This design comes from an exercise in tuning for small area, a short achievable clock period and few clock cycles per item on the open sky130 flow, not from production work.

==> flow/design.v (excerpt) <==
module fft8 #(
    parameter integer WIDTH = 16
)(
    input  logic                   clk,
    input  logic                   rst,
    input  logic                   in_valid,
    output logic                   in_ready,
    input  logic [8*WIDTH-1:0]     in_re_flat,
    input  logic [8*WIDTH-1:0]     in_im_flat,
    output logic                   out_valid,
    output logic [8*WIDTH-1:0]     out_re_flat,
    output logic [8*WIDTH-1:0]     out_im_flat
);
export LEC_CHECK = 0
export CAP_MARGIN = 20
export CORE_MARGIN = 2
export CORE_UTILIZATION = 40
export CTS_CLUSTER_DIAMETER = 100
export CTS_CLUSTER_SIZE = 30
export PLACE_DENSITY = 0.6
export SLEW_MARGIN = 20
create_clock -name core_clock -period 11.0 [get_ports {clk}]
standard.sh (not shown) runs the stock make flow with config.mk's settings and CLKGATE_MAP_FILE= SYNTH_SCRIPT=/design/flow/synth_recipe.tcl, a recipe that flattens the netlist after the stock synthesis.
==> flow/flow/run.sh <==
#!/bin/bash
# The standard layout, with the port buffers made of sky130_fd_sc_hd__buf_2
# instead of the flow's default pick, and timing repair asked to leave 7.6 ns
# of setup slack.  make's output goes to standard.log; each ORFS step keeps
# its own log under orfs/logs/.
set -euo pipefail
bash standard.sh "BUFFER_PORTS_ARGS=-buffer_cell sky130_fd_sc_hd__buf_2" SETUP_SLACK_MARGIN=7.6 finish > standard.log 2>&1
The first run completed without violations.
Rerun with:
==> flow/flow/run.sh (replaced) <==
#!/bin/bash
# The standard layout, with the port buffers made of sky130_fd_sc_hd__buf_2
# instead of the flow's default pick, and timing repair asked to leave 7.8 ns
# of setup slack.  make's output goes to standard.log; each ORFS step keeps
# its own log under orfs/logs/.
set -euo pipefail
bash standard.sh "BUFFER_PORTS_ARGS=-buffer_cell sky130_fd_sc_hd__buf_2" SETUP_SLACK_MARGIN=7.8 finish > standard.log 2>&1
CTS_CLUSTER_DIAMETER = 90   (was 100)
CTS_CLUSTER_SIZE = 25   (was 30)
After rerunning:
- wire length climbs by a few percent
- design area increases by a few percent
- clock skew went down by 0.020 ns
- sequential share of layout area fell by 1.0 points
- die area does not change
- core utilization goes up by 1.5 points
- via count goes up slightly
- setup slack loses 0.027 ns
No functional check of the RTL was part of any run of this note.

Another version of the RTL of fft8 (not shown whole).
Size: ~6400 cells after synthesis, ~1300 flip-flops, roughly 520 I/O pins, roughly 69000 sq um of cells after synthesis.
export LEC_CHECK = 0
export CAP_MARGIN = 20
export CORE_MARGIN = 2
export CORE_UTILIZATION = 40
export PLACE_DENSITY = 0.6
export SLEW_MARGIN = 20
create_clock -name core_clock -period 11.0 [get_ports {clk}]
==> flow/flow/run.sh <==
#!/bin/bash
# The standard layout, with the port buffers made of sky130_fd_sc_hd__buf_2
# instead of the flow's default pick.  make's output goes to standard.log;
# each ORFS step keeps its own log under orfs/logs/.
set -euo pipefail
bash standard.sh "BUFFER_PORTS_ARGS=-buffer_cell sky130_fd_sc_hd__buf_2" finish > standard.log 2>&1
The baseline produced a clean layout.
Next try:
==> flow/flow/run.sh (replaced) <==
#!/bin/bash
# The standard layout, with the port buffers made of sky130_fd_sc_hd__buf_2
# instead of the flow's default pick, and timing repair asked to leave 7 ns
# of setup slack.  make's output goes to standard.log; each ORFS step keeps
# its own log under orfs/logs/.
set -euo pipefail
bash standard.sh "BUFFER_PORTS_ARGS=-buffer_cell sky130_fd_sc_hd__buf_2" SETUP_SLACK_MARGIN=7 finish > standard.log 2>&1
Via count decreases slightly.
Clock-buffer cell count decreases by 1.
Cell area barely changes.
Global-route usage stays flat.
Sequential share of layout area hardly moves.
Wire length decreases slightly.
Setup slack is better by 290 ps.
Worst hold slack is worse by 11 ps.
Next try:
==> flow/flow/run.sh (replaced) <==
#!/bin/bash
# The standard layout, with the port buffers made of sky130_fd_sc_hd__buf_2
# instead of the flow's default pick, and timing repair asked to leave 7.6 ns
# of setup slack.  make's output goes to standard.log; each ORFS step keeps
# its own log under orfs/logs/.
set -euo pipefail
bash standard.sh "BUFFER_PORTS_ARGS=-buffer_cell sky130_fd_sc_hd__buf_2" SETUP_SLACK_MARGIN=7.6 finish > standard.log 2>&1
What happened: The changed run ran to the end with no violations; core utilization grows by 1.9 points; area after synthesis stays the same; via count rose by 1.1%; design area is higher by 4.1%; wire length went up by 2.3%.
No run of this note included a check of the RTL's function; only the layout flow was run.

[re-timing with driven ports]
The flow's constraints put no driver on any port. The routed layouts listed below were extracted and timed again, unchanged, in two steps.
Step 1 sets driving cells, clkbuf_16 on the clock port and buf_2 on the other inputs (assumed; they add their load-dependent delay and slew).
Step 2 moves the port delays by t, midway between the first and last clock arrival at a register: inputs arrive t later, outputs are due t later. That takes back most of the time a late clock gives input paths.
Three values: ideal ports, drivers, drivers and shift; two values: the first two.
run	shift t [ns]	slack for setup (ns)	hold WS [ns]
the first run of note 1	0.793	7.237 / 7.256 / 6.462	0.313 / 0.313 / 0.313
the second run of note 1	0.777	7.210 / 7.222 / 6.445	0.316 / 0.316 / 0.316
the first run of note 2	0.863	6.878 / 6.942 / 6.078	0.319 / 0.319 / 0.319
the second run of note 2	0.868	7.163 / 7.227 / 6.359	0.309 / 0.309 / 0.309
the third run of note 2	0.865	7.490 / 7.407 / 6.684	0.311 / 0.311 / 0.311
After both steps every run listed still meets setup and hold. The setup slack of the third run of note 2, which loses most, moves by -0.083 ns with the drivers and by -0.806 ns with both steps.
